Source: an optimization exercise on an open RTL-to-GDS flow (aim: small area, a short achievable clock period and few clock cycles). Production flows keep margins and buffers that such runs may drop.
Function was checked by simulation only, so behaviour that the tests miss may differ from the original.
No activity file was given, so power comes from the tool's default toggle rates.

the baseline:
==> flow/design.v <==
module alu #(parameter WORD_W = 8)
            (input logic clock, n_reset, load_REG, ALU_REG, ALU_add, ALU_sub, ALU_xor,
             input logic [WORD_W-1:0] Adata,
             output logic [WORD_W-1:0] Wdata,
             output logic z_flag);
always_comb
  if (Wdata == 0)
    z_flag = 1'b1;
  else
    z_flag = 1'b0;
always_ff @(posedge clock, negedge n_reset)
  begin
  if (!n_reset)
    Wdata <= 0;
  else
    if (load_REG)
      if (ALU_REG)
        begin
        if (ALU_add)
          Wdata <= Wdata + Adata;
        else if (ALU_sub)
          Wdata <= Wdata - Adata;
        else if (ALU_xor)
          Wdata <= Wdata ^ Adata;
        end
      else
        Wdata <= Adata;
  end
endmodule
module buffer #(parameter WORD_W = 8, OP_W = 3)
               (output logic [WORD_W-1:0] Sdata, 
                input logic [WORD_W-1:0] switches,
                input logic clock);
always_ff @(posedge clock)
  Sdata <= switches;
endmodule
module decoder #(parameter OP_W = 3)
                  (input logic clock, n_reset, z_flag,
                   input logic [OP_W-1:0] op,
                   output logic load_REG, load_PC, load_IR,  ALU_REG, 
                                ALU_add, ALU_sub, ALU_xor, INC_PC, WE, IMM, IND);
enum logic {fetch, execute} Present_State, Next_State;
always_ff @(posedge clock, negedge n_reset)
  begin: seq
    if (!n_reset)
      Present_State <= fetch;
    else
      Present_State <= Next_State;
    end
always_comb
  begin: com
  load_REG = 1'b0;
  load_IR = 1'b0;
  ALU_REG = 1'b0;
  ALU_add = 1'b0;
  ALU_sub = 1'b0;
  ALU_xor = 1'b0;
  INC_PC = 1'b0;
  load_PC = 1'b0;
  IND = 1'b0;
  WE = 1'b0;
  IMM = 1'b0;
  unique case (Present_State)
    fetch:  begin
      load_IR = 1'b1;
      Next_State = execute;
    end
    execute: begin
      load_PC = 1'b1;
      INC_PC = 1'b1;
      unique case (op)
      3'b001: begin
              WE = 1'b1;
              end
      3'b000:  begin
              load_REG = 1'b1;
              end
      3'b100:   begin
              if (z_flag == 1'b0)
                INC_PC = 1'b0;
              end    
      3'b010:   begin
              load_REG = 1'b1;
              ALU_REG = 1'b1;
              ALU_add = 1'b1;
              end    
      3'b011:   begin
              load_REG = 1'b1;
              ALU_REG = 1'b1;
              ALU_sub = 1'b1;
              end 
      3'b101:  begin
              IMM = 1'b1;
              load_REG = 1'b1;
              end
      3'b110:   begin
              load_REG = 1'b1;
              ALU_REG = 1'b1;
              ALU_xor = 1'b1;
              end  
      3'b111: begin
              load_REG = 1'b1;
              IND = 1'b1;
              end
      default:; 
      endcase
      Next_State = fetch;
      end
  endcase
  end
endmodule
module dmem #(parameter WORD_W = 8, OP_W = 3)
               (output logic [WORD_W-1:0] Mdata, Ndata,
                output logic [WORD_W-1:0] digits,
                input logic [WORD_W-1:0] Wdata,
                input logic [WORD_W-1:0] switches,
                input logic [WORD_W-OP_W-1:0] Raddress, Naddress,
                input logic [WORD_W-OP_W-1:0] Waddress,
                input logic WE, clock);
localparam N = 2**(WORD_W-OP_W);
logic [WORD_W-1:0] mem [0:N-1];
always_ff @(posedge clock)
  if (WE)
    for (int i = 0; i <= 30; i++)
      if ((i == 0 || i >= 9) && Waddress == i)
        mem[i] <= Wdata;
assign digits = mem[30];
logic [WORD_W-1:0] word [0:N-1];
always_comb
  for (int i = 0; i < N; i++)
    case (i)
      1: word[i] = 8'd15;
      2: word[i] = 8'd9;
      3: word[i] = 8'd25;
      4: word[i] = 8'd20;
      5: word[i] = 8'd13;
      6: word[i] = 8'd13;
      7: word[i] = 8'd22;
      8: word[i] = 8'd11;
      31: word[i] = switches;
      default: word[i] = mem[i];
    endcase
always_comb
  begin
  Mdata = '0;
  Ndata = '0;
  for (int i = 0; i < N; i++)
    begin
    Mdata = Mdata | ({WORD_W{Raddress == i}} & word[i]);
    Ndata = Ndata | ({WORD_W{Naddress == i}} & word[i]);
    end
  end
endmodule
module ir  #(parameter WORD_W = 8, OP_W = 3)
             (input logic clock, n_reset, load_IR,
              input logic[WORD_W-1:0] Idata,
              output logic [WORD_W-OP_W-1:0] operand,
              output logic [OP_W-1:0] op);
logic  [WORD_W-1:0] instr_reg;
always_comb
  {op, operand} = instr_reg;
always_ff @(posedge clock, negedge n_reset)
  begin
  if (!n_reset)
    instr_reg <= 0;
  else
    if (load_IR)
      instr_reg <= Idata;
  end
endmodule
module pc #(parameter WORD_W = 8, OP_W = 3)
               (input logic clock, n_reset, INC_PC, load_PC,
                input logic [WORD_W-OP_W-1:0] branchaddr,
                output logic [WORD_W-OP_W-1:0] Iaddress);
always_ff @(posedge clock, negedge n_reset)
  begin
  if (!n_reset)
    Iaddress <= 0;
  else
    if (load_PC)
      if (INC_PC)
        Iaddress <= Iaddress + 1;
      else
        Iaddress <= branchaddr;
  end
endmodule
module register #(parameter WORD_W = 8, OP_W = 3)
                (output logic [WORD_W-1:0] digits,
                input logic [WORD_W-1:0] Wdata,
                input logic WE, clock);
always_ff @(posedge clock)
  begin
  if (WE) 
    digits <= Wdata;
  end
endmodule
module sevenseg(output logic [6:0] seg, 
                input logic [3:0] digit);
always_comb
  unique case (digit)
    4'b0000 : seg = 7'b1000000;
    4'b0001 : seg = 7'b1111001;
    4'b0010 : seg = 7'b0100100;
    4'b0011 : seg = 7'b0110000;
    4'b0100 : seg = 7'b0011001;
    4'b0101 : seg = 7'b0010010;
    4'b0110 : seg = 7'b0000010;
    4'b0111 : seg = 7'b1111000;
    4'b1000 : seg = 7'b0000000;
    4'b1001 : seg = 7'b0010000;
    4'b1010 : seg = 7'b0001000;
    4'b1011 : seg = 7'b0000011;
    4'b1100 : seg = 7'b1000110;
    4'b1101 : seg = 7'b0100001;
    4'b1110 : seg = 7'b0000110;
    4'b1111 : seg = 7'b0001110;
    default : seg = 7'b1111111;
  endcase
endmodule
module cpu3 #(parameter WORD_W = 8, OP_W = 3)
             (input logic clock, n_reset,
              input logic [WORD_W-1:0] switches,
              input logic [WORD_W-1:0] Idata,
              output logic [WORD_W-OP_W-1:0] Iaddress,
              output logic [6:0] disp0, disp1);
localparam A_W = WORD_W - OP_W;
logic do_load, do_loadr, do_store, do_add, do_dbl, do_sub, do_xor, do_loadi,
      do_keep;
logic [A_W-1:0]    Daddress;
logic [WORD_W-1:0] Mreg;
logic [A_W-1:0]    Aaddr_n;
logic [WORD_W-1:0] A, A_next, Mdata, Ndata, digits, sum, b, x, k;
logic [WORD_W:0]   g0, p0, g1, p1, g2, p2, g3;
logic [OP_W-1:0]   fop;
logic [A_W-1:0]    fadr;
logic              z_next, taken, fwd, stall;
dmem #(.WORD_W(WORD_W), .OP_W(OP_W)) dmem0
  (.Mdata(Mdata), .Ndata(Ndata), .digits(digits), .Wdata(A), .switches(switches),
   .Raddress(fadr), .Naddress(~Aaddr_n), .Waddress(Daddress), .WE(do_store),
   .clock(clock));
assign b = Mreg ^ {WORD_W{do_sub}};
assign g0 = {A & b, do_sub};
assign p0 = {A | b, 1'b0};
assign g1 = {g0[WORD_W:1] | (p0[WORD_W:1] & g0[WORD_W-1:0]), g0[0]};
assign p1 = {p0[WORD_W:1] & p0[WORD_W-1:0], p0[0]};
assign g2 = {g1[WORD_W:2] | (p1[WORD_W:2] & g1[WORD_W-2:0]), g1[1:0]};
assign p2 = {p1[WORD_W:2] & p1[WORD_W-2:0], p1[1:0]};
assign g3 = {g2[WORD_W:4] | (p2[WORD_W:4] & g2[WORD_W-4:0]), g2[3:0]};
assign sum = A ^ b ^ g3[WORD_W-1:0];
assign x = A ^ Mreg;
assign A_next = ({WORD_W{do_load}} & Mreg)
              | ({WORD_W{do_loadr}} & Ndata)
              | ({WORD_W{do_add || do_sub}} & sum)
              | ({WORD_W{do_dbl}} & {A[WORD_W-2:0], 1'b0})
              | ({WORD_W{do_xor}} & x)
              | ({WORD_W{do_loadi}} & {{OP_W{1'b0}}, Daddress})
              | ({WORD_W{do_keep}} & A);
assign k = {A[WORD_W-2:0] | Mreg[WORD_W-2:0], 1'b0};
always_comb
  if (do_add)
    z_next = (x == k);
  else if (do_sub || do_xor)
    z_next = (x == 0);
  else if (do_load)
    z_next = (Mreg == 0);
  else if (do_loadi)
    z_next = (Daddress == 0);
  else if (do_keep)
    z_next = (A == 0);
  else if (do_dbl)
    z_next = (A[WORD_W-2:0] == 0);
  else
    z_next = 1'b1;
always_ff @(posedge clock, negedge n_reset)
  if (!n_reset)
    begin
    A <= '0;
    Aaddr_n <= '1;
    end
  else
    begin
    A <= A_next;
    Aaddr_n <= ~A_next[A_W-1:0];
    end
assign fop = Idata[WORD_W-1:A_W];
assign fadr = Idata[A_W-1:0];
assign stall = (fop == 3'b100) && do_loadr;
assign taken = (fop == 3'b100) && !z_next;
assign fwd = do_store && (Daddress == fadr) && (fadr == 0 || (fadr >= 9 && fadr <= 30));
always_ff @(posedge clock, negedge n_reset)
  if (!n_reset)
    begin
    Iaddress <= '0;
    do_load  <= 1'b0;
    do_loadr <= 1'b0;
    do_store <= 1'b0;
    do_add   <= 1'b0;
    do_dbl   <= 1'b0;
    do_sub   <= 1'b0;
    do_xor   <= 1'b0;
    do_loadi <= 1'b0;
    do_keep  <= 1'b0;
    end
  else
    begin
    if (!stall)
      Iaddress <= taken ? fadr : Iaddress + 1'b1;
    do_load  <= (fop == 3'b000) && !fwd;
    do_loadr <= (fop == 3'b111);
    do_store <= (fop == 3'b001);
    do_add   <= (fop == 3'b010) && !fwd;
    do_dbl   <= (fop == 3'b010) && fwd;
    do_sub   <= (fop == 3'b011) && !fwd;
    do_xor   <= (fop == 3'b110) && !fwd;
    do_loadi <= (fop == 3'b101);
    do_keep  <= (fop == 3'b001) || (fop == 3'b100) || ((fop == 3'b000) && fwd);
    end
always_ff @(posedge clock)
  begin
  Daddress <= fadr;
  Mreg <= Mdata;
  end
sevenseg d0 (.digit(digits[3:0]), .seg(disp0));
sevenseg d1 (.digit(digits[7:4]), .seg(disp1));
endmodule
Settings: LEC_CHECK=0, ABC_AREA=1, CAP_MARGIN=20, CORE_MARGIN=2, CORE_UTILIZATION=60, CTS_BUF_LIST=sky130_fd_sc_hd__clkbuf_8, CTS_CLUSTER_DIAMETER=50, CTS_CLUSTER_SIZE=16, PLACE_DENSITY=0.7, SETUP_SLACK_MARGIN=3.7, SLEW_MARGIN=20; clock period 6.0 ns.
run.sh (not shown) runs the stock make flow with config.mk's settings and CLKGATE_MAP_FILE= SYNTH_SCRIPT=/design/flow/synth_recipe.tcl, a recipe that flattens the netlist after the stock synthesis.
Testbench counts of the baseline, summed over its fixed seeds: cycles 80,948.
[inputs] the candidate vs the baseline
diff --git a/flow/design.v b/flow/design.v
--- a/flow/design.v
+++ b/flow/design.v
@@ -228,7 +228,7 @@
       do_keep;
 logic [A_W-1:0]    Daddress;
 logic [WORD_W-1:0] Mreg;
-logic [A_W-1:0]    Aaddr_n;
+logic [A_W-1:0]    Aaddr;
 logic [WORD_W-1:0] A, A_next, Mdata, Ndata, digits, sum, b, x, k;
 logic [WORD_W:0]   g0, p0, g1, p1, g2, p2, g3;
 logic [OP_W-1:0]   fop;
@@ -236,7 +236,7 @@
 logic              z_next, taken, fwd, stall;
 dmem #(.WORD_W(WORD_W), .OP_W(OP_W)) dmem0
   (.Mdata(Mdata), .Ndata(Ndata), .digits(digits), .Wdata(A), .switches(switches),
-   .Raddress(fadr), .Naddress(~Aaddr_n), .Waddress(Daddress), .WE(do_store),
+   .Raddress(fadr), .Naddress(Aaddr), .Waddress(Daddress), .WE(do_store),
    .clock(clock));
 assign b = Mreg ^ {WORD_W{do_sub}};
 assign g0 = {A & b, do_sub};
@@ -273,15 +273,11 @@
     z_next = 1'b1;
 always_ff @(posedge clock, negedge n_reset)
   if (!n_reset)
-    begin
     A <= '0;
-    Aaddr_n <= '1;
-    end
   else
-    begin
     A <= A_next;
-    Aaddr_n <= ~A_next[A_W-1:0];
-    end
+always_ff @(posedge clock)
+  Aaddr <= A_next[A_W-1:0];
 assign fop = Idata[WORD_W-1:A_W];
 assign fadr = Idata[A_W-1:0];
 assign stall = (fop == 3'b100) && do_loadr;
==> run notes <==
The candidate against the baseline; area of the multi-input gates is down by a few percent.
Higher clock network power goes to the baseline over the candidate.
Fraction of the mapped netlist area in adder cells essentially unchanged between the candidate and the baseline.
| sequential portion of the cell area | the candidate vs the baseline | 0.44 points higher |
The candidate ended up with in -> async as its class of the tightest hold or removal check; the baseline ended up with reg -> reg.
Area fraction in compound gates after synthesis was lower in the run labelled the baseline.
The candidate ended with less proportion of synthesized flip-flops having asynchronous set or reset than the baseline.
Testbench counts of the candidate, summed over its fixed seeds: cycles 80,948.

[what the ideal ports hide]
The flow's constraints put no driver on any port. The routed layouts listed below were extracted and timed again, unchanged, in two steps.
Step 1 (the two cells are an assumption about what drives the block):
set clk [get_ports {clock}]
set_driving_cell -lib_cell sky130_fd_sc_hd__clkbuf_16 $clk
set_driving_cell -lib_cell sky130_fd_sc_hd__buf_2 [delete_from_list [all_inputs] $clk]
Step 2 moves the port delays by t, midway between the first and last clock arrival at a register: inputs arrive t later, outputs are due t later. That takes back most of the time a late clock gives input paths.
a / b / c = ideal ports / drivers / drivers and shift; a / b = the first two.
| run | shift t [ns] | setup WS [ns] | hold WS [ns] |
|---|---|---|---|
| the baseline | 0.660 | 3.637 / 3.589 / 3.067 | 0.576 / 0.576 / 0.576 |
| the candidate | 0.643 | 3.552 / 3.552 / 2.970 | 0.565 / 0.552 / 0.574 |
After both steps every run listed still meets setup and hold. The setup slack of the candidate, which loses most, moves by 0.000 ns with the drivers and by -0.582 ns with both steps.
